What follows belongs to an exercise in optimizing a design on an open flow for a short achievable clock period and few clock cycles; a production flow would make more cautious choices.
No activity file was given, so power comes from the tool's default toggle rates.

// cpu_pipeline
module cpu_pipeline (
    input clk,           
    input rst_n,         
    output [31:0] imem_addr,     
    input  [31:0] imem_rdata,    
    output [31:0] dmem_addr,     
    output [31:0] dmem_wdata,    
    output        dmem_we,       
    input  [31:0] dmem_rdata     
);
reg  [31:0] pc;
reg         d_valid;
reg  [31:0] d_ir, d_pc4, d_pnpc;
reg  [11:0] d_tag;
reg  [15:0] d_hit;
reg  [31:0] d_rs_oh, d_rt_oh;    
reg         d_pt, d_lx;
reg         d_stall;             
reg         d_redb, d_rednc;     
reg  [31:0] e_a, e_b, e_sd, e_pc4, e_bt, e_pnpc;
reg  [4:0]  e_dst;
reg  [3:0]  e_shh;               
reg  [7:0]  e_shl;               
reg  [11:0] e_tag;
reg  [15:0] e_hit;
reg         e_rw, e_lw, e_sw, e_br, e_jr, e_jalr;
reg         e_kill;              
reg         e_beq, e_bne, e_blez, e_bgtz, e_bgez;
reg         e_pt, e_ptok;
reg         e_a_m, e_a_r, e_b_m, e_b_r, e_s_m, e_s_r;
reg         e_ac_m, e_bc_m;      
  ...
Settings: LEC_CHECK=0, CAP_MARGIN=40, CORE_MARGIN=2, CORE_UTILIZATION=40, CTS_CLUSTER_DIAMETER=100, CTS_CLUSTER_SIZE=20, PLACE_DENSITY=0.6, SETUP_SLACK_MARGIN=5, SLEW_MARGIN=40; clock period 13.0 ns.
standard.sh (not shown) runs the stock make flow with config.mk's settings and CLKGATE_MAP_FILE= SYNTH_SCRIPT=/design/flow/synth_recipe.tcl, a recipe that flattens the netlist after the stock synthesis.
==> flow/flow/run.sh <==
#!/bin/bash
# Layout flow: the standard flow (standard.sh: ORFS with the standard
# synthesis), with two changes to how the layout is made; the constraints
# (constraint.sdc) are unchanged:
#  - timing repair aims at a larger setup slack margin, so that it works
#    towards the period the design can reach rather than the design's 13 ns;
#  - after global placement, flow/outbuf.tcl moves each output port's buffer
#    next to the register that feeds it (detailed placement legalizes it).
# Each tool's log is in orfs/logs/; make's own output is in flow_make.log.
set -euo pipefail
MARGIN=${MARGIN:-9}
sed -e "s|SETUP_SLACK_MARGIN=[-0-9.]*|SETUP_SLACK_MARGIN=$MARGIN POST_GLOBAL_PLACE_TCL=$PWD/flow/outbuf.tcl|" standard.sh > standard_margin.sh
grep -q "SETUP_SLACK_MARGIN=$MARGIN" standard_margin.sh
bash standard_margin.sh finish > flow_make.log 2>&1
==> flow/flow/outbuf.tcl <==
# Move the buffer of each output port, and any inverter or buffer between
# it and the register that feeds it, next to that register, so that the
# buffer, not the register, drives the wire to the pin. Detailed placement
# legalizes the moved cells afterwards.
proc outbuf_driver {inst} {
  foreach it [$inst getITerms] {
    if {[$it isInputSignal] && [$it getNet] != "NULL"} {
      foreach jt [[$it getNet] getITerms] {
        if {[$jt isOutputSignal]} { return [$jt getInst] }
      }
    }
  }
  return ""
}
proc outbuf_is_single {inst} {
  set n 0
  foreach it [$inst getITerms] {
    if {[$it isInputSignal] && [$it getNet] != "NULL"} { incr n }
  }
  set m [[$inst getMaster] getName]
  return [expr {$n == 1 && [regexp {__(inv|buf|clkbuf|clkinv)_} $m]}]
}
set block [ord::get_db_block]
set moved 0
foreach bterm [$block getBTerms] {
  if {[$bterm getIoType] != "OUTPUT"} { continue }
  set net [$bterm getNet]
  if {$net == "NULL"} { continue }
  set buf ""
  foreach it [$net getITerms] {
    if {[$it isOutputSignal]} { set buf [$it getInst] }
  }
  if {$buf == ""} { continue }
  set chain [list $buf]
  set src [outbuf_driver $buf]
  while {$src != "" && [outbuf_is_single $src] && [llength $chain] < 4} {
    lappend chain $src
    set src [outbuf_driver $src]
  }
  if {$src == ""} { continue }
  set loc [$src getLocation]
  foreach c $chain {
    $c setLocation [lindex $loc 0] [lindex $loc 1]
    incr moved
  }
}
puts "outbuf: moved $moved cells next to the registers that drive the outputs"
==> next run, changes <==
--- a/flow/design.v
+++ b/flow/design.v
@@ -420,21 +420,17 @@
 );
 wire        d_call;
 reg         d_callr;
 wire [31:0] ras   = (d_valid & d_callr) ? d_pc4 : ra;
 wire        f_j   = (imem_rdata[31:27] == 5'b00001);
 wire        f_jr  = (imem_rdata[31:26] == 6'h00) & ~imem_rdata[5] & imem_rdata[3] & ~imem_rdata[0];
 wire [31:0] f_jt  = {f_pc4[31:28], imem_rdata[25:0], 2'b00};
-wire        f_sel_j  = f_j;
-wire        f_sel_jr = ~f_j & f_jr;
-wire        f_sel_bt = ~f_j & ~f_jr & f_pt;
-wire        f_sel_p4 = ~f_j & ~f_jr & ~f_pt;
 wire [31:0] f_btgt   = {pcx[31:14], f_ptgt, 2'b00};
-wire [31:0] f_npc = ({32{f_sel_j}}  & f_jt)   | ({32{f_sel_jr}} & ras) |
-                    ({32{f_sel_bt}} & f_btgt) | ({32{f_sel_p4}} & f_pc4);
+wire [31:0] f_bpc  = f_pt ? f_btgt : f_pc4;    
+wire [31:0] f_npc  = f_j ? f_jt : (f_jr ? ras : f_bpc);
 wire        f_ptk = f_j | f_jr | f_pt;
 assign imem_addr = {~pc[31], pc[30:0]};
 wire f_uses_rs, f_uses_rt, f_br, f_ctl, f_call;
 Control C0 (
     .ir     (imem_rdata),
     .uses_rs(f_uses_rs),
     .uses_rt(f_uses_rt),
=>
- synthesized cell count is higher by 1.2%
- cell count is higher by 1.1%
- area after synthesis increases by 0.43%
- via count came out higher by 1.5%
- design area barely changes
- wire length goes up by 3.2%
Function was not checked in any run of this note: the RTL went through the layout flow alone.

Setup of alpha:
cpu_pipeline, a different RTL version from the one above (not shown whole).
For scale: ~13000 cells after synthesis, about 0.15 mm² of cells after synthesis.
==> module IF_BTB, before the edit <==
module IF_BTB #(parameter N = 16, parameter TW = 12) (
    input clk,
    input rst_n,
    input  [TW-1:0] f_tag,
    output [N-1:0]  hit,         
    output          pt,          
    output          plx,         
    output [TW-1:0] ptgt,        
    input           upd,
    input           u_taken,
    input  [TW-1:0] u_tag,
    input  [TW-1:0] u_tgt,
    input           l_upd,       
    input  [N-1:0]  l_hit,       
    input           l_taken,
    input           l_az,        
    input  [7:0]    l_a,         
    input           l_small,     
    input           l_beq, l_bne, l_blez, l_bgtz, l_bgez
);
reg  [N-1:0]  v;
reg  [N-1:0]  tv;                
reg  [TW-1:0] tag  [0:N-1];
reg  [TW-1:0] tgt  [0:N-1];
reg  [1:0]    ctr  [0:N-1];
reg  [3:0]    cnt  [0:N-1];      
reg  [3:0]    trip [0:N-1];
reg  [3:0]    rr;              
reg  [N-1:0]  sv;                
reg  [N-1:0]  stv;               
reg  [7:0]    lst  [0:N-1];      
reg  [N-1:0]  vpv;               
reg  [N-1:0]  vp1, vp2;          
reg  [7:0]    lasta [0:N-1];     
wire [N-1:0] hitnz, hitlx, um;
wire [TW-1:0] tsel [0:N];
assign tsel[0] = {TW{1'b0}};
wire alloc_any = upd & u_taken & ~(|um);
genvar i;
generate
for (i = 0; i < N; i = i + 1) begin : g
    wire [3:0] cnt1 = (cnt[i] == 4'd15) ? 4'd15 : cnt[i] + 4'd1;
    wire lx_now = tv[i] & (cnt[i] == trip[i]);
    wire lx_t   = tv[i] & (cnt1 == trip[i]);      
    wire lx_nt  = (cnt[i] == 4'd0);               
    wire pend   = l_upd & l_hit[i];
    wire lx     = pend ? (l_taken ? lx_t : lx_nt) : lx_now;
    wire vp     = pend ? vp2[i] : vp1[i];
    assign hit[i]    = v[i] & (tag[i] == f_tag);
    assign hitnz[i]  = hit[i] & (vpv[i] ? vp : ((|ctr[i]) & ~lx));
    assign hitlx[i]  = hit[i] & (vpv[i] ? ~vp : ((|ctr[i]) & lx));
    assign um[i]     = v[i] & (tag[i] == u_tag);
    assign tsel[i+1] = tsel[i] | ({TW{hit[i]}} & tgt[i]);
    wire alloc = alloc_any & (rr == i);
    always @(posedge clk) begin
        if (alloc) begin
            tag[i]   <= u_tag;
            tgt[i]   <= u_tgt;
            ctr[i]   <= 2'd2;
        end else if (upd & um[i]) begin
            if (u_taken) begin
                tgt[i]   <= u_tgt;
                if (ctr[i] != 2'd3) ctr[i] <= ctr[i] + 2'd1;
            end else begin
                if (ctr[i] != 2'd0) ctr[i] <= ctr[i] - 2'd1;
            end
        end
    end
    always @(posedge clk) begin
        if (alloc) begin
            cnt[i] <= 4'd1;
        end else if (l_upd & l_hit[i]) begin
            if (l_taken) begin
                cnt[i] <= cnt1;
            end else begin
                trip[i] <= cnt[i];
                cnt[i]  <= 4'd0;
            end
        end
    end
    wire [7:0] st = l_a - lasta[i];
    wire [7:0] n1 = l_a + st;
    wire [7:0] n2 = n1 + st;
    wire c1 = (l_beq & (n1 == 8'd0)) | (l_bne & (n1 != 8'd0)) |
              (l_blez & (n1[7] | (n1 == 8'd0))) | (l_bgtz & ~n1[7] & (n1 != 8'd0)) |
              (l_bgez & ~n1[7]);
    wire c2 = (l_beq & (n2 == 8'd0)) | (l_bne & (n2 != 8'd0)) |
              (l_blez & (n2[7] | (n2 == 8'd0))) | (l_bgtz & ~n2[7] & (n2 != 8'd0)) |
              (l_bgez & ~n2[7]);
    always @(posedge clk) begin
        if ((alloc | (l_upd & l_hit[i])) & l_az) begin
            lasta[i] <= l_a;
        end
        if (l_upd & l_hit[i] & l_az) begin
            lst[i] <= st;
            vp1[i] <= c1;
            vp2[i] <= c2;
        end
    end
    always @(posedge clk or negedge rst_n) begin
        if (~rst_n) begin
            sv[i]  <= 1'b0;
            stv[i] <= 1'b0;
            vpv[i] <= 1'b0;
        end else if (alloc) begin
            sv[i]  <= l_upd & l_az;
            stv[i] <= 1'b0;
            vpv[i] <= 1'b0;
        end else if (l_upd & l_hit[i]) begin
            sv[i]  <= l_az;
            stv[i] <= l_az & sv[i];
            vpv[i] <= l_az & l_small & sv[i] & stv[i] & (st == lst[i]) & l_taken;
        end
    end
    always @(posedge clk or negedge rst_n) begin
        if (~rst_n) begin
            tv[i] <= 1'b0;
        end else if (alloc) begin
            tv[i] <= 1'b0;
        end else if (l_upd & l_hit[i] & ~l_taken) begin
            tv[i] <= 1'b1;
        end
    end
end
endgenerate
assign pt   = |hitnz;
assign plx  = |hitlx;
assign ptgt = tsel[N];
always @(posedge clk or negedge rst_n) begin
    if (~rst_n) begin
        v  <= {N{1'b0}};
        rr <= 0;
    end else if (alloc_any) begin
        v[rr] <= 1'b1;
        rr    <= rr + 1'b1;
    end
end
endmodule
==> flow/config.mk <==
export PLATFORM = sky130hd
export DESIGN_NAME = cpu_pipeline
export DESIGN_NICKNAME = cpu_pipeline
export VERILOG_FILES = /design/flow/design.v
export SDC_FILE = /design/flow/constraint.sdc
export NUM_CORES = 8
export LEC_CHECK = 0
export CAP_MARGIN = 40
export CORE_MARGIN = 2
export CORE_UTILIZATION = 40
export CTS_CLUSTER_DIAMETER = 100
export CTS_CLUSTER_SIZE = 20
export PLACE_DENSITY = 0.6
export SETUP_SLACK_MARGIN = 5
export SLEW_MARGIN = 40
==> flow/constraint.sdc <==
create_clock -name core_clock -period 13.0 [get_ports {clk}]
set_input_delay 2.6000 -clock core_clock [delete_from_list [all_inputs] [get_ports {clk}]]
set_output_delay 2.6000 -clock core_clock [all_outputs]
set_load 0.01 [all_outputs]
Scripts as last shown in full above: flow/flow/run.sh, flow/flow/outbuf.tcl
Relative to alpha, the following input files were edited for beta:
--- a/flow/design.v
+++ b/flow/design.v
@@ -248,8 +248,30 @@
 wire [N-1:0] hitnz, hitlx, um;
 wire [TW-1:0] tsel [0:N];
 assign tsel[0] = {TW{1'b0}};
 wire alloc_any = upd & u_taken & ~(|um);
+reg  [7:0] l_last, l_lst;
+reg        l_sv, l_stv;
+integer k;
+always @(*) begin
+    l_last = 8'd0; l_lst = 8'd0; l_sv = 1'b0; l_stv = 1'b0;
+    for (k = 0; k < N; k = k + 1) begin
+        l_last = l_last | ({8{l_hit[k]}} & lasta[k]);
+        l_lst  = l_lst  | ({8{l_hit[k]}} & lst[k]);
+        l_sv   = l_sv   | (l_hit[k] & sv[k]);
+        l_stv  = l_stv  | (l_hit[k] & stv[k]);
+    end
+end
+wire [7:0] l_st = l_a - l_last;
+wire [7:0] l_n1 = l_a + l_st;
+wire [7:0] l_n2 = l_n1 + l_st;
+wire l_c1 = (l_beq & (l_n1 == 8'd0)) | (l_bne & (l_n1 != 8'd0)) |
+            (l_blez & (l_n1[7] | (l_n1 == 8'd0))) | (l_bgtz & ~l_n1[7] & (l_n1 != 8'd0)) |
+            (l_bgez & ~l_n1[7]);
+wire l_c2 = (l_beq & (l_n2 == 8'd0)) | (l_bne & (l_n2 != 8'd0)) |
+            (l_blez & (l_n2[7] | (l_n2 == 8'd0))) | (l_bgtz & ~l_n2[7] & (l_n2 != 8'd0)) |
+            (l_bgez & ~l_n2[7]);
+wire l_vpv = l_az & l_small & l_sv & l_stv & (l_st == l_lst) & l_taken;
 genvar i;
 generate
 for (i = 0; i < N; i = i + 1) begin : g
     wire [3:0] cnt1 = (cnt[i] == 4'd15) ? 4'd15 : cnt[i] + 4'd1;
@@ -290,25 +312,16 @@
                 cnt[i]  <= 4'd0;
             end
         end
     end
-    wire [7:0] st = l_a - lasta[i];
-    wire [7:0] n1 = l_a + st;
-    wire [7:0] n2 = n1 + st;
-    wire c1 = (l_beq & (n1 == 8'd0)) | (l_bne & (n1 != 8'd0)) |
-              (l_blez & (n1[7] | (n1 == 8'd0))) | (l_bgtz & ~n1[7] & (n1 != 8'd0)) |
-              (l_bgez & ~n1[7]);
-    wire c2 = (l_beq & (n2 == 8'd0)) | (l_bne & (n2 != 8'd0)) |
-              (l_blez & (n2[7] | (n2 == 8'd0))) | (l_bgtz & ~n2[7] & (n2 != 8'd0)) |
-              (l_bgez & ~n2[7]);
     always @(posedge clk) begin
         if ((alloc | (l_upd & l_hit[i])) & l_az) begin
             lasta[i] <= l_a;
         end
         if (l_upd & l_hit[i] & l_az) begin
-            lst[i] <= st;
-            vp1[i] <= c1;
-            vp2[i] <= c2;
+            lst[i] <= l_st;
+            vp1[i] <= l_c1;
+            vp2[i] <= l_c2;
         end
     end
     always @(posedge clk or negedge rst_n) begin
         if (~rst_n) begin
@@ -320,10 +333,10 @@
             stv[i] <= 1'b0;
             vpv[i] <= 1'b0;
         end else if (l_upd & l_hit[i]) begin
             sv[i]  <= l_az;
-            stv[i] <= l_az & sv[i];
-            vpv[i] <= l_az & l_small & sv[i] & stv[i] & (st == lst[i]) & l_taken;
+            stv[i] <= l_az & l_sv;
+            vpv[i] <= l_vpv;
         end
     end
     always @(posedge clk or negedge rst_n) begin
         if (~rst_n) begin
### Flow results
Having completed the whole flow, beta delivered a layout that passed the timing, design-rule and antenna checks. Taking alpha as the reference, in beta sum of internal, switching and leakage power decreased 0.26 mW, first-pass iteration count of the detailed router higher, final area has decreased, number of port buffers essentially unchanged. In beta relative to alpha, critical path depth had gone up by more than 10%. Summary: maximum clock rate, beta worse than alpha. beta reports a higher met3 usage than alpha does. beta vs alpha, non-clock buffer count went down by 22%. | first-iteration DRC count | beta vs alpha | 2.3% higher |.
Function was not checked in any run of this note: the RTL went through the layout flow alone.

static timing again, ports no longer ideal:
The results above use ideal ports. As a check the final layouts listed here were re-extracted and re-timed, cells and wires unchanged. Step 1, drivers: a clkbuf_16 drives clk and a buf_2 each remaining input, both assumed. Step 2, shift: input delay + t, output delay - t, t = (earliest + latest rising clock arrival at the registers) / 2. This alone moves slack from input paths to output paths. Slacks: ideal ports / drivers / drivers and shift; pairs: ideal ports / drivers.
run	t, ns	slack for setup (ns)	slew at the worst register clock pin (ns)	cell pins on the clock port's net
the first run of note 1	0.949	8.854 / 8.854 / 8.125	0.10 / 0.10	1
the second run of note 1	0.958	8.807 / 8.807 / 8.125	0.10 / 0.10	1
alpha	1.014	8.660 / 8.660 / 8.005	0.10 / 0.10	1
beta	0.994	7.735 / 7.735 / 7.735	0.10 / 0.10	1
After both steps every run listed still meets setup and hold. The setup slack of the first run of note 1, which loses most, moves by 0.000 ns with the drivers and by -0.729 ns with both steps.
